What follows belongs to an exercise in optimizing a design on an open flow for small area, a short achievable clock period and few clock cycles per item; a production flow would make more cautious choices. The RTL was checked by simulation tests, not by an equivalence proof against the original design. Power is estimated from default activity; no workload was simulated.

## flow/flow/run.sh

```bash
#!/bin/bash
# The standard layout, with the port buffers made from the plain buffer cell
# (buf_1) rather than the delay buffer the resizer picks by default.
set -euo pipefail
export BUFFER_PORTS_ARGS="-buffer_cell sky130_fd_sc_hd__buf_1"
bash standard.sh > standard.log 2>&1
```

## flow/standard.sh

```bash
#!/bin/bash
# synth_recipe.tcl (not shown) runs the flow's synth.tcl, then flattens the netlist and writes it again
# the make line also repeats each setting of config.mk as NAME=value (left out here)
make -C /OpenROAD-flow-scripts/flow DESIGN_CONFIG=/design/flow/config.mk WORK_HOME=/design/flow/orfs CLKGATE_MAP_FILE= SYNTH_SCRIPT=/design/flow/synth_recipe.tcl "${@:-finish}"
```

## flow/config.mk

```make
export PLATFORM = sky130hd
export DESIGN_NAME = divider_top
export DESIGN_NICKNAME = divider_top
export VERILOG_FILES = /design/flow/design.v
export SDC_FILE = /design/flow/constraint.sdc
export NUM_CORES = 4
export LEC_CHECK = 0
export ABC_AREA = 1
export CAP_MARGIN = 20
export CORE_MARGIN = 2
export CORE_UTILIZATION = 40
export SLEW_MARGIN = 20
```

## flow/constraint.sdc

```tcl
create_clock -name core_clock -period 130.0 [get_ports {clk}]
set_input_delay 26.0000 -clock core_clock [delete_from_list [all_inputs] [get_ports {clk}]]
set_output_delay 26.0000 -clock core_clock [all_outputs]
set_load 0.01 [all_outputs]
```

## flow/design.v

```verilog
module divider #(parameter S = 8, parameter G = 4, parameter LOCAL = 0, parameter MUXF = 0, parameter PROP = 0) (
  input  wire [31:0]  rem_in,
  input  wire [31:0]  d,
  output wire [31:0]  rem_out,
  output wire [S-1:0] qbits
);
  localparam NG = 32 / G;
  localparam LV = (NG > 16) ? 5 : (NG > 8) ? 4 : (NG > 4) ? 3 : (NG > 2) ? 2 : 1;
  wire [31:0] r [0:S];
  assign r[0] = rem_in;
  genvar t, i, j, lv;
  generate
    for (t = 0; t < S; t = t + 1) begin : step
      localparam SH = S - 1 - t;
      wire [31:0] y = d << SH;
      wire        ovf;
      if (SH > 0) begin : hi
        assign ovf = |d[31:32-SH];
      end else begin : nohi
        assign ovf = 1'b0;
      end
      wire [31:0] p = (PROP == 0) ? (r[t] ~^ y) : (r[t] | ~y);
      wire [31:0] g = r[t] & ~y;
      wire [NG:0] gc;
      wire [31:0] c;
      assign gc[0] = 1'b1;
      wire [NG-1:0] GGa, GPa;
      wire [NG-1:0] GL [0:LV];
      wire [NG-1:0] PL [0:LV];
      assign GL[0] = {GGa[NG-1:1], GGa[0] | GPa[0]};
      assign PL[0] = GPa;
      for (lv = 0; lv < LV; lv = lv + 1) begin : lvl
        for (i = 0; i < NG; i = i + 1) begin : nd
          if ((i >> lv) & 1) begin : cmb
            localparam integer SRC = ((i >> lv) << lv) - 1;
            assign GL[lv+1][i] = GL[lv][i] | PL[lv][i] & GL[lv][SRC];
            assign PL[lv+1][i] = PL[lv][i] & PL[lv][SRC];
          end else begin : pass
            assign GL[lv+1][i] = GL[lv][i];
            assign PL[lv+1][i] = PL[lv][i];
          end
        end
      end
      for (i = 0; i < NG; i = i + 1) begin : grp
        wire [G-1:0] pg, gg;
        assign pg[0] = p[G*i];
        assign gg[0] = g[G*i];
        for (j = 1; j < G; j = j + 1) begin : pre
          assign gg[j] = g[G*i+j] | p[G*i+j] & gg[j-1];
          assign pg[j] = p[G*i+j] & pg[j-1];
        end
        assign GGa[i] = gg[G-1];
        assign GPa[i] = pg[G-1];
        if (LOCAL == 2) begin : pfx
          assign gc[i+1] = GL[LV][i];
        end else begin : rip
          assign gc[i+1] = gg[G-1] | pg[G-1] & gc[i];
        end
        assign c[G*i] = gc[i];
        for (j = 1; j < G; j = j + 1) begin : lc
          if (LOCAL == 0) begin : la
            assign c[G*i+j] = gg[j-1] | pg[j-1] & gc[i];
          end else begin : rp
            assign c[G*i+j] = g[G*i+j-1] | p[G*i+j-1] & c[G*i+j-1];
          end
        end
      end
      wire [31:0] diff = (PROP == 0) ? (p ^ c) : (r[t] ^ (~y ^ c));
      wire        ge = gc[NG] & ~ovf;
      if (MUXF == 0) begin : mx
        assign r[t+1] = ge ? diff : r[t];
      end else begin : xm
        assign r[t+1] = r[t] ^ ({32{ge}} & (~y ^ c));
      end
      assign qbits[S-1-t] = ge;
    end
  endgenerate
  assign rem_out = r[S];
endmodule
module divider_top (
  input  wire        clk,
  input  wire        rst,
  input  wire        start,
  input  wire [31:0] dividend,
  input  wire [31:0] divisor,
  output wire        ready,
  output reg         done,
  output reg  [31:0] quotient
);
  localparam S  = 8;
  localparam K  = (32 + S - 1) / S;           
  localparam CW = (K > 16) ? 5 : (K > 8) ? 4 : (K > 4) ? 3 : (K > 2) ? 2 : 1;
  reg  [31:0]   rem_r;     
  reg  [31:0]   d_r;       
  reg  [K-2:0]  nz_r;      
  reg  [CW-1:0] cnt_r;     
  reg           first_r;   
  reg           busy_r;
  reg           ready_r;
  wire [K-2:0] nz_in;
  genvar gi;
  generate
    for (gi = 0; gi < K - 1; gi = gi + 1) begin : chunk
      assign nz_in[gi] = |divisor[31 - S * gi : 32 - S * (gi + 1)];
    end
  endgenerate
  reg [CW-1:0] zf;
  integer c;
  always @(*) begin
    zf = K - 1;
    for (c = K - 2; c >= 0; c = c - 1)
      if (nz_r[c]) zf = c;
  end
  wire [CW-1:0] z   = first_r ? zf : {CW{1'b0}};
  wire [CW-1:0] cur = first_r ? zf : cnt_r;
  reg [31:0] dn;
  always @(*) begin
    dn = 32'd0;
    for (c = 0; c < K; c = c + 1)
      if (z == c) dn = d_r << (S * c);
  end
  wire [31:0]  rem_n;
  wire [S-1:0] qb;
  divider #(.S(S), .G(4), .LOCAL(0), .MUXF(0), .PROP(1)) u_div (.rem_in(rem_r), .d(dn), .rem_out(rem_n), .qbits(qb));
  wire last   = (cur == 0);
  wire ld     = ~busy_r | last;              
  wire accept = start & ready_r & ~rst;
  always @(posedge clk) begin
    if (ld) begin
      rem_r <= dividend;
      d_r   <= divisor;
    end else begin
      rem_r <= rem_n;
      d_r   <= dn >> S;
    end
    nz_r    <= nz_in;
    cnt_r   <= cur - 1'b1;
    first_r <= ld;
    quotient <= (first_r ? 32'd0 : (quotient << S)) | qb;
  end
  always @(posedge clk) begin
    if (rst) begin
      busy_r  <= 1'b0;
      done    <= 1'b0;
      ready_r <= 1'b1;
    end else begin
      done <= busy_r & last;
      if (accept) begin
        busy_r  <= 1'b1;
        ready_r <= nz_in[0];
      end else begin
        busy_r  <= busy_r & ~last;
        ready_r <= ~busy_r | last | (cur == 1);
      end
    end
  end
  assign ready = ready_r;
endmodule
```

==> flow_summary.html, run 1 <==
<table>
<tr><th>Metric</th><th>Value</th></tr>
<tr><th colspan="2">STA</th></tr>
<tr><td>Worst slew pin tran</td><td>832 ps</td></tr>
<tr><td>Final critical-path share of the clock period</td><td>20.7%</td></tr>
<tr><td>Final number of max-transition violations</td><td>0</td></tr>
<tr><td>Post-route minimum period</td><td>26920 ps</td></tr>
<tr><td>Final setup slack of the worst path</td><td>103080 ps</td></tr>
<tr><td>Layout Skew</td><td>23.0 ps</td></tr>
<tr><td>Max-slew headroom at the worst pin</td><td>44.1%</td></tr>
<tr><td>Unrepaired setup endpoints after global routing</td><td>false</td></tr>
<tr><td>Final hold viol count</td><td>0</td></tr>
<tr><td>Setup Viol. Count Final</td><td>0</td></tr>
<tr><td>Aggregate negative setup slack</td><td>0 ps</td></tr>
<tr><td>Highest achievable clock rate</td><td>37.1 MHz</td></tr>
<tr><th colspan="2">Global route</th></tr>
<tr><td>M3 GR Usage</td><td>2.93%</td></tr>
<tr><td>Global route total overflow</td><td>0</td></tr>
<tr><td>Met1 Resource Use GR</td><td>33.8%</td></tr>
<tr><td>Via count of the first global-routing pass</td><td>16600</td></tr>
<tr><td>Initial antenna violation count</td><td>1</td></tr>
<tr><td>Pin count of the biggest net entering global routing</td><td>51</td></tr>
<tr><td>Global routing usage on met2</td><td>45.8%</td></tr>
<tr><td>First-pass GRT wire length</td><td>88000 µm</td></tr>
<tr><td>Peak-usage layer in the global routing report</td><td>met2</td></tr>
<tr><td>Overall Global Routing Usage</td><td>26.8%</td></tr>
<tr><th colspan="2">Die</th></tr>
<tr><td>Area enclosed by the die boundary</td><td>42400 µm²</td></tr>
<tr><td>Placeable core region</td><td>40000 µm²</td></tr>
<tr><td>Width of the die</td><td>206 µm</td></tr>
<tr><td>Number of ports placed on the die boundary</td><td>101</td></tr>
<tr><td>Effective utilization at floorplan</td><td>40.7%</td></tr>
<tr><td>Vertical die dimension</td><td>206 µm</td></tr>
<tr><td>Cell row count</td><td>73</td></tr>
<tr><th colspan="2">CTS</th></tr>
<tr><td>Longest Clk Path Bufs</td><td>2</td></tr>
<tr><td>Clock-pin slew reported for the worst setup and hold paths after clock tree synthesis</td><td>80 ps</td></tr>
<tr><td>H-Tree Depth</td><td>3</td></tr>
<tr><td>Number of clock buffers inserted by TritonCTS</td><td>9</td></tr>
<tr><td>Number of hold-repair buffers added at the cts stage</td><td>0</td></tr>
<tr><td>Clock latency of the later-clocked register in the worst-skew pair</td><td>420 ps</td></tr>
<tr><td>Clk root buf</td><td>clkbuf_16</td></tr>
<tr><td>Number of clock sinks</td><td>105</td></tr>
<tr><td>CTS resizes</td><td>0</td></tr>
<tr><td>TritonCTS clock tree</td><td>done</td></tr>
<tr><td>Setup Buffers After CTS</td><td>0</td></tr>
<tr><th colspan="2">Cells and area</th></tr>
<tr><td>Diode count</td><td>0</td></tr>
<tr><td>Footprint of the multi-input gates</td><td>11800 µm²</td></tr>
<tr><td># nets final</td><td>3096</td></tr>
<tr><td>Area grow syn2layout</td><td>5.79%</td></tr>
<tr><td>FF+latch area</td><td>2110 µm²</td></tr>
<tr><td>Commonest non-fill, non-tap cells in the layout</td><td>nand2_1 (1016), inv_1 (414), nor2_1 (280)</td></tr>
<tr><td>Share of layout cells above drive strength 1</td><td>7.96%</td></tr>
<tr><td>Fill cell instance count of the final layout</td><td>4416</td></tr>
<tr><td>Most common library cell in the layout ignoring fill and taps</td><td>nand2_1</td></tr>
<tr><th colspan="2">Yosys</th></tr>
<tr><td>Number of register bits inferred by synthesis</td><td>105</td></tr>
<tr><td>Number of nets in the synthesized netlist</td><td>3050</td></tr>
<tr><td>Post-synth EDFFs</td><td>1</td></tr>
<tr><td>YS warnings</td><td>2</td></tr>
<tr><td>Mapped Cells</td><td>2915</td></tr>
<tr><td>Synth cell types</td><td>59</td></tr>
<tr><td>Seq/Total Area, Yosys</td><td>13.0%</td></tr>
<tr><td>Netlist Area Pre-Place</td><td>16300 µm²</td></tr>
<tr><td>Async set-reset flop share out of synthesis</td><td>0%</td></tr>
<tr><td>Top flip-flop cell by instance count after synthesis</td><td>dfxtp_1</td></tr>
<tr><td>Synth top area share</td><td>23.4%</td></tr>
<tr><td>Mapped Avg Cell Area</td><td>5.59 µm²</td></tr>
<tr><td>Area contributors post-synth</td><td>nand2_1 (23%), dfxtp_1 (13%), inv_1 (9.6%)</td></tr>
<tr><td>Top cell type by total area after synthesis</td><td>nand2_1</td></tr>
<tr><th colspan="2">Drt</th></tr>
<tr><td>Post-detailed-route wirelength per cell</td><td>16.1 µm</td></tr>
<tr><td>Post-DR vias/cell</td><td>5.12</td></tr>
<tr><td>1st-iter DRT viols</td><td>1377</td></tr>
<tr><td>Via count</td><td>17900</td></tr>
<tr><td>Post-DRT Antenna Nets</td><td>0</td></tr>
<tr><td>Pre-antenna DRT Iters</td><td>6</td></tr>
<tr><td>WL final</td><td>56100 µm</td></tr>
<tr><td>Remaining routing DRC violations</td><td>0</td></tr>
<tr><th colspan="2">Power</th></tr>
<tr><td>Total power density per cell area</td><td>10.1 nW/µm²</td></tr>
<tr><td>Worst IR drop on VDD</td><td>0.00598 mV</td></tr>
<tr><td>Leakage power</td><td>9.50 nW</td></tr>
<tr><th colspan="2">Worst setup path</th></tr>
<tr><td>Startpoint-to-endpoint class of the critical path</td><td>reg2out</td></tr>
<tr><td>Largest fanout on the critical path</td><td>2</td></tr>
<tr><td>CP cell instances</td><td>buf_1</td></tr>
<tr><td>Critical path's top delay family</td><td>flip-flops</td></tr>
<tr><td>Reg2Reg Launch Point</td><td>first_r</td></tr>
<tr><td>CP peak stage delay</td><td>350 ps</td></tr>
<tr><td>Data required time of the critical path</td><td>104000 ps</td></tr>
<tr><td>Buf/Inv on CP</td><td>1</td></tr>
<tr><td>Reg2Reg Capture Point</td><td>rem_r[22]</td></tr>
<tr><td>Cell count of the worst reg-to-reg path</td><td>156</td></tr>
<tr><td>R2r setup slk</td><td>106510 ps</td></tr>
<tr><td>Critical Path Slowest Stage Cell</td><td>dfxtp_1</td></tr>
<tr><td>CP Launch Type</td><td>register</td></tr>
<tr><td>Arrival time of the worst setup path</td><td>920 ps</td></tr>
<tr><td>Crit. End Element</td><td>output pin</td></tr>
<tr><th colspan="2">Hold path</th></tr>
<tr><td>Hold path cells</td><td>2</td></tr>
<tr><td>Class of the tightest hold or removal check</td><td>reg2reg</td></tr>
<tr><td>HP Start</td><td>quotient[1]</td></tr>
<tr><td>Worst Hold Endpoint</td><td>quotient[9]</td></tr>
<tr><th colspan="2">Placement</th></tr>
<tr><td>Routability congestion estimate from global placement</td><td>0.929</td></tr>
<tr><td>Post-Place Worst Slack</td><td>102970 ps</td></tr>
<tr><td>Number of input and output port buffers inserted</td><td>100</td></tr>
<tr><td>Placed wire-length estimate</td><td>42400 µm</td></tr>
<tr><th colspan="2">Status</th></tr>
<tr><td>Outcome</td><td>timing/DRC/antenna clean</td></tr>
<tr><th colspan="2">Job</th></tr>
<tr><td>Max-cap check violation count</td><td>0</td></tr>
</table>
[worst max-delay path by stage]
stage                            start            to  cells past startpoint
after floorplan            divisor[25]       ready_r                      4
after global placement     divisor[15]       nz_r[2]                      3
after detailed placement   divisor[11]       nz_r[2]                      3
after CTS                 quotient[12]  quotient[12]                      1
after global routing      quotient[16]  quotient[16]                      1
final                     quotient[23]  quotient[23]                      1
[report_power, final]
part | leakage, nW | internal, mW | switching (mW) | total (mW)
clock network | 0.152 | 0.0140 | 0.0168 | 0.0308
logic | 8.47 | 0.0367 | 0.0720 | 0.109
registers | 0.874 | 0.0336 | 0.00132 | 0.0349
[cell type report]
cell class | instances | area share (%)
Multi-Input combinational cell | 2236 | 68.3
Clock inverter | 7 | 0.530
Timing Repair Buffer | 120 | 3.05
Inverter | 489 | 10.7
Sequential cell | 105 | 12.3
Clock buffer | 9 | 1.31
Tap cell | 525 | 3.81
[cells by family after synthesis]
group / after synthesis / synth area share (%)
adder cells (fa/ha/maj): 70 / 7.75
AND/OR/NAND/NOR: 1627 / 42.3
XOR/XNOR: 170 / 9.28
flip-flops: 105 / 13.0
AO/OA/AOI/OAI: 369 / 12.9
buffers and inverters: 574 / 14.8
[registers in the layout, summed over array words and instances (netlist names)]
signal / cells
cnt_r: 2
d_r: 32
quotient: 32
ready_r: 1
first_r: 1
busy_r: 1
done: 1
rem_r: 32
nz_r: 3
[through the flow]
step | hold WS (ps) | total power [mW] | instances | area, µm² | util (%)
detailed placement | 412 | 0.143 | 3475 | 16900 | 42.3
global route | 441 | 0.191 | 3491 | 17200 | 43.1
CTS | 423 | 0.174 | 3491 | 17200 | 43.1
global placement | 406 | 0.140 | 3475 | 16900 | 42.3
floorplan | 410 | 0.120 | 2915 | 16300 | -
finish | 423 | 0.174 | 3491 | 17200 | 43.1
[synth_stat cells, types with 5 or more instances]
cell type  number
a21oi_1        76
a31oi_1        56
buf_2          24
buf_4          10
buf_6          22
clkbuf_1       25
clkinv_1        7
dfxtp_1       104
fa_1           52
ha_1           16
inv_1         415
inv_2          62
nand2_1      1016
nand2_2        23
nand2_4        13
nand3_1       179
nand3b_1       11
nand4_1        10
nor2_1        281
nor2_2          6
nor3_1          5
nor4_1          6
o211ai_1        8
o21ai_0        97
o21ai_1        90
o21ai_2        12
o22ai_1         8
or2_1           9
or2_2          53
xnor2_1        61
xor2_1        106
[metal layers]
| layer | routed length [µm] | vias to the layer above |
|---|---|---|
| met3 | 3030 | 113 |
| met5 | 0 | - |
| met4 | 2420 | 0 |
| met2 | 25800 | 547 |
| li1 | - | 9053 |
| met1 | 24800 | 8178 |
Testbench counts, summed over its fixed seeds: cycles 7,980, items 3,200.
==> run 2, diff against run 1 <==
--- a/flow/design.v
+++ b/flow/design.v
@@ -1,2 +1,2 @@
-module divider #(parameter S = 8, parameter G = 4, parameter LOCAL = 0, parameter MUXF = 0, parameter PROP = 0) (
+module divider #(parameter S = 8, parameter G = 4, parameter LOCAL = 0, parameter MUXF = 0, parameter PROP = 0, parameter P2MASK = 0) (
   input  wire [31:0]  rem_in,
@@ -14,2 +14,3 @@
       localparam SH = S - 1 - t;
+      localparam PR = ((P2MASK >> t) & 1) ? 2 : PROP;
       wire [31:0] y = d << SH;
@@ -21,7 +22,7 @@
       end
-      wire [31:0] p = (PROP == 0) ? (r[t] ~^ y) : (r[t] | ~y);
-      wire [31:0] g = r[t] & ~y;
+      wire [31:0] p = (PR == 0) ? (r[t] ~^ y) : (PR == 1) ? (r[t] | ~y) : (~r[t] | y);
+      wire [31:0] g = (PR == 2) ? (~r[t] & y) : (r[t] & ~y);
       wire [NG:0] gc;
       wire [31:0] c;
-      assign gc[0] = 1'b1;
+      assign gc[0] = (PR == 2) ? 1'b0 : 1'b1;
       wire [NG-1:0] GGa, GPa;
@@ -29,3 +30,3 @@
       wire [NG-1:0] PL [0:LV];
-      assign GL[0] = {GGa[NG-1:1], GGa[0] | GPa[0]};
+      assign GL[0] = (PR == 2) ? GGa : {GGa[NG-1:1], GGa[0] | GPa[0]};
       assign PL[0] = GPa;
@@ -67,4 +68,4 @@
       end
-      wire [31:0] diff = (PROP == 0) ? (p ^ c) : (r[t] ^ (~y ^ c));
-      wire        ge = gc[NG] & ~ovf;
+      wire [31:0] diff = (PR == 0) ? (p ^ c) : (PR == 1) ? (r[t] ^ (~y ^ c)) : (r[t] ^ (y ^ c));
+      wire        ge = ((PR == 2) ? ~gc[NG] : gc[NG]) & ~ovf;
       if (MUXF == 0) begin : mx
@@ -123,3 +124,3 @@
   wire [S-1:0] qb;
-  divider #(.S(S), .G(4), .LOCAL(0), .MUXF(0), .PROP(1)) u_div (.rem_in(rem_r), .d(dn), .rem_out(rem_n), .qbits(qb));
+  divider #(.S(S), .G(4), .LOCAL(0), .MUXF(1), .PROP(1), .P2MASK(0)) u_div (.rem_in(rem_r), .d(dn), .rem_out(rem_n), .qbits(qb));
   wire last   = (cur == 0);
==> run 2 against run 1 <==
  * Register-to-register slack better by 2200 ps
  * Sequential power hardly changed
  * Largest power group unchanged
  * Worst setup slack better by 8.0 ps
  * First-iteration DRC count is 7.8% lower
  * Non-clock buffer count is 5 higher
  * Global-route usage is 2.5 points lower
  * Sequential share of layout area is 0.17 points higher
  * Via count is 3.4% lower
  * Highest routed layer unchanged
  * Critical path type unchanged
  * Final area is 1.8% lower
==> flow_summary.html, run 2 <==
<table>
<tr><th>Metric</th><th>Value</th></tr>
<tr><th colspan="2">CTS</th></tr>
<tr><td>Clock-pin slew reported for the worst setup and hold paths after clock tree synthesis</td><td>110 ps</td></tr>
<tr><td>Setup Buffers After CTS</td><td>0</td></tr>
<tr><td>CTS resizes</td><td>0</td></tr>
<tr><td>Clock latency of the later-clocked register in the worst-skew pair</td><td>410 ps</td></tr>
<tr><td>TritonCTS clock tree</td><td>done</td></tr>
<tr><td>Number of hold-repair buffers added at the cts stage</td><td>0</td></tr>
<tr><td>Clk root buf</td><td>clkbuf_16</td></tr>
<tr><td>Longest Clk Path Bufs</td><td>2</td></tr>
<tr><td>H-Tree Depth</td><td>3</td></tr>
<tr><td>Number of clock sinks</td><td>105</td></tr>
<tr><td>Number of clock buffers inserted by TritonCTS</td><td>9</td></tr>
<tr><th colspan="2">Yosys</th></tr>
<tr><td>Seq/Total Area, Yosys</td><td>13.1%</td></tr>
<tr><td>Mapped Avg Cell Area</td><td>5.83 µm²</td></tr>
<tr><td>Top flip-flop cell by instance count after synthesis</td><td>dfxtp_1</td></tr>
<tr><td>Top cell type by total area after synthesis</td><td>nand2_1</td></tr>
<tr><td>Synth top area share</td><td>18.2%</td></tr>
<tr><td>Post-synth EDFFs</td><td>0</td></tr>
<tr><td>Mapped Cells</td><td>2753</td></tr>
<tr><td>Async set-reset flop share out of synthesis</td><td>0%</td></tr>
<tr><td>Synth cell types</td><td>70</td></tr>
<tr><td>Number of register bits inferred by synthesis</td><td>105</td></tr>
<tr><td>Most frequent cell after synthesis</td><td>nand2_1</td></tr>
<tr><td>Netlist Area Pre-Place</td><td>16000 µm²</td></tr>
<tr><td>Area contributors post-synth</td><td>nand2_1 (18%), dfxtp_1 (13%), nand3_1 (9.8%)</td></tr>
<tr><td>YS warnings</td><td>2</td></tr>
<tr><td>Top post-synthesis cells by count</td><td>nand2_1 (779), nand3_1 (315), inv_1 (259)</td></tr>
<tr><td>Number of nets in the synthesized netlist</td><td>2822</td></tr>
<tr><th colspan="2">Drt</th></tr>
<tr><td>Via count</td><td>17300</td></tr>
<tr><td>WL final</td><td>50500 µm</td></tr>
<tr><td>Remaining routing DRC violations</td><td>0</td></tr>
<tr><td>Post-DRT Antenna Nets</td><td>0</td></tr>
<tr><td>Post-detailed-route wirelength per cell</td><td>15.2 µm</td></tr>
<tr><td>1st-iter DRT viols</td><td>1269</td></tr>
<tr><td>Pre-antenna DRT Iters</td><td>5</td></tr>
<tr><td>Post-DR vias/cell</td><td>5.21</td></tr>
<tr><th colspan="2">STA</th></tr>
<tr><td>Post-route minimum period</td><td>26920 ps</td></tr>
<tr><td>Worst slew pin tran</td><td>997 ps</td></tr>
<tr><td>Aggregate negative setup slack</td><td>0 ps</td></tr>
<tr><td>Max-slew headroom at the worst pin</td><td>33.5%</td></tr>
<tr><td>Unrepaired setup endpoints after global routing</td><td>false</td></tr>
<tr><td>Final setup slack of the worst path</td><td>103090 ps</td></tr>
<tr><td>Layout Skew</td><td>29.4 ps</td></tr>
<tr><td>Highest achievable clock rate</td><td>37.2 MHz</td></tr>
<tr><td>Final hold viol count</td><td>0</td></tr>
<tr><td>Final critical-path share of the clock period</td><td>20.7%</td></tr>
<tr><td>Final number of max-transition violations</td><td>0</td></tr>
<tr><td>Setup Viol. Count Final</td><td>0</td></tr>
<tr><th colspan="2">Die</th></tr>
<tr><td>Area enclosed by the die boundary</td><td>41700 µm²</td></tr>
<tr><td>Cell row count</td><td>73</td></tr>
<tr><td>Effective utilization at floorplan</td><td>40.5%</td></tr>
<tr><td>Vertical die dimension</td><td>204 µm</td></tr>
<tr><td>Placeable core region</td><td>39600 µm²</td></tr>
<tr><td>Number of ports placed on the die boundary</td><td>101</td></tr>
<tr><td>Width of the die</td><td>204 µm</td></tr>
<tr><th colspan="2">Cells and area</th></tr>
<tr><td>Area grow syn2layout</td><td>5.51%</td></tr>
<tr><td>Registers with the highest flip-flop counts</td><td>d_r (32), quotient (32), rem_r (32)</td></tr>
<tr><td>Most common library cell in the layout ignoring fill and taps</td><td>nand2_1</td></tr>
<tr><td>Commonest non-fill, non-tap cells in the layout</td><td>nand2_1 (779), nand3_1 (315), inv_1 (258)</td></tr>
<tr><td>Diode count</td><td>0</td></tr>
<tr><td>Utilization of the core after routing</td><td>42.7%</td></tr>
<tr><td># nets final</td><td>2855</td></tr>
<tr><td>Share of layout cells above drive strength 1</td><td>12.3%</td></tr>
<tr><td>Post-route design area</td><td>16900 µm²</td></tr>
<tr><td>Fill cell instance count of the final layout</td><td>4333</td></tr>
<tr><th colspan="2">Global route</th></tr>
<tr><td>Pin count of the biggest net entering global routing</td><td>80</td></tr>
<tr><td>First-pass GRT wire length</td><td>81300 µm</td></tr>
<tr><td>Via count of the first global-routing pass</td><td>15900</td></tr>
<tr><td>Overall Global Routing Usage</td><td>24.4%</td></tr>
<tr><td>Initial antenna violation count</td><td>0</td></tr>
<tr><td>Global route total overflow</td><td>0</td></tr>
<tr><th colspan="2">Placement</th></tr>
<tr><td>Placed wire-length estimate</td><td>39300 µm</td></tr>
<tr><td>Post-placement cell area</td><td>16600 µm²</td></tr>
<tr><td>Routability congestion estimate from global placement</td><td>0.936</td></tr>
<tr><td>Post-Place Worst Slack</td><td>102850 ps</td></tr>
<tr><td>Number of input and output port buffers inserted</td><td>100</td></tr>
<tr><th colspan="2">Worst setup path</th></tr>
<tr><td>Crit. End Element</td><td>output pin</td></tr>
<tr><td>Startpoint-to-endpoint class of the critical path</td><td>reg2out</td></tr>
<tr><td>CP peak stage delay</td><td>350 ps</td></tr>
<tr><td>CP Launch Type</td><td>register</td></tr>
<tr><td>Buf/Inv on CP</td><td>1</td></tr>
<tr><td>Data required time of the critical path</td><td>104000 ps</td></tr>
<tr><td>Arrival time of the worst setup path</td><td>920 ps</td></tr>
<tr><td>Critical Path Slowest Stage Cell</td><td>dfxtp_1</td></tr>
<tr><td>CP cell instances</td><td>buf_1</td></tr>
<tr><td>Largest fanout on the critical path</td><td>2</td></tr>
<tr><td>Critical path's top delay family</td><td>flip-flops</td></tr>
<tr><th colspan="2">Hold path</th></tr>
<tr><td>Class of the tightest hold or removal check</td><td>reg2reg</td></tr>
<tr><th colspan="2">Power</th></tr>
<tr><td>Worst IR drop on VDD</td><td>0.00622 mV</td></tr>
<tr><td>Leakage power</td><td>8.13 nW</td></tr>
<tr><td>Total power density per cell area</td><td>9.76 nW/µm²</td></tr>
<tr><th colspan="2">Status</th></tr>
<tr><td>Outcome</td><td>timing/DRC/antenna clean</td></tr>
<tr><th colspan="2">Job</th></tr>
<tr><td>Max-cap check violation count</td><td>0</td></tr>
</table>
[run 2: cell count changes in the layout (fill, tap and decap cells not counted), moves of 33 or more]
cell,previous run,this run
nand3_1,179,315
fa_1,52,0
a31oi_1,56,14
nand2_2,23,76
nand2_1,1016,779
xor2_1,106,166
inv_1,414,258
nand4_1,10,43
nor2_1,280,230
[run 2: power by group]
part	internal [mW]	total (mW)	switching, mW
registers	0.0335	0.0351	0.00156
clock network	0.0158	0.0324	0.0166
logic	0.0329	0.0976	0.0647
total	0.0822	0.165	0.0829
[run 2: cells by family (layout without fill, tap and decap cells)]
family                     Yosys count  count (layout)  synth area share [%]
xor gates and xnor gates           252             252                  14.3
buffers and inverters              431             469                  12.0
AOI/OAI and AO/OA                  369             369                  13.6
adders and majority gates           12              12                 0.819
and+or+nand+nor                   1584            1584                  46.1
DFF                                105             105                  13.1
[run 2: worst paths after layout]
check,slack (ps),cells past startpoint,from,to
worst max-delay path,103090,1,quotient[3],quotient[3]
worst min register to register,420,2,quotient[23],quotient[31]
worst min-delay path,420,2,quotient[23],quotient[31]
worst max register to register,108720,145,first_r,rem_r[16]
[run 2: routing by layer]
| layer | global-route usage (%) | up-vias | share of wire [%] | wire [µm] |
|---|---|---|---|---|
| met5 | 0 | - | 0 | 0 |
| met4 | 8.39 | 0 | 3.2 | 1600 |
| met3 | 2.90 | 79 | 5.0 | 2530 |
| met2 | 41.7 | 448 | 46 | 23100 |
| met1 | 31.5 | 7886 | 46 | 23300 |
| li1 | - | 8873 | - | - |
[run 2: cell type report]
type,count,area (µm²),share of cell area [%]
clock buffers,9,225,1.33
clock inverters,7,103,0.606
inverters,328,1260,7.42
multi-input cells,2217,12000,71.0
flip-flops and latches,105,2100,12.4
well taps,525,657,3.88
repair buffers,125,563,3.33
[run 2: through the flow]
stage | total power, mW | instances | hold WS [ps]
3_5_place_dp | 0.132 | 3300 | 408
2_1_floorplan | 0.115 | 2753 | 410
5_1_grt | 0.179 | 3316 | 437
6_report | 0.165 | 3316 | 419
4_1_cts | 0.165 | 3316 | 420
3_3_place_gp | 0.131 | 3300 | 406
[run 2: worst reg2reg max path, delay by kind of cell, from the launching register on]
family / cells / cell delay, ps
buf+inv: 8 / 2560
compound gates: 5 / 790
flops: 1 / 980
simple gates: 126 / 15160
xor+xnor: 6 / 1710
Testbench counts of run 2, summed over its fixed seeds: cycles 7,980, items 3,200.

re-timing with driven ports:
The results above use ideal ports. As a check the final layouts listed here were re-extracted and re-timed, cells and wires unchanged. Step 1 assumes that a clkbuf_16 drives the clock port and a buf_2 every other input. Step 2 times the ports against the registers' clock, not the clock port: input delays grow and output delays shrink by t, the midpoint of the rising clock arrivals with the driver on. Slacks: ideal / step 1 / step 2; pairs: ideal / step 1.
| run | shift t [ns] | slack for setup (ns) | worst setup path after step 2 |
|---|---|---|---|
| run 1 | 0.453 | 103.077 / 103.029 / 102.932 | input to register |
| run 2 | 0.451 | 103.085 / 103.031 / 102.931 | input to register |
After both steps setup and hold are still met in every run listed. The setup slack of run 2, which loses most, moves by -0.054 ns with the drivers and by -0.154 ns with both steps.
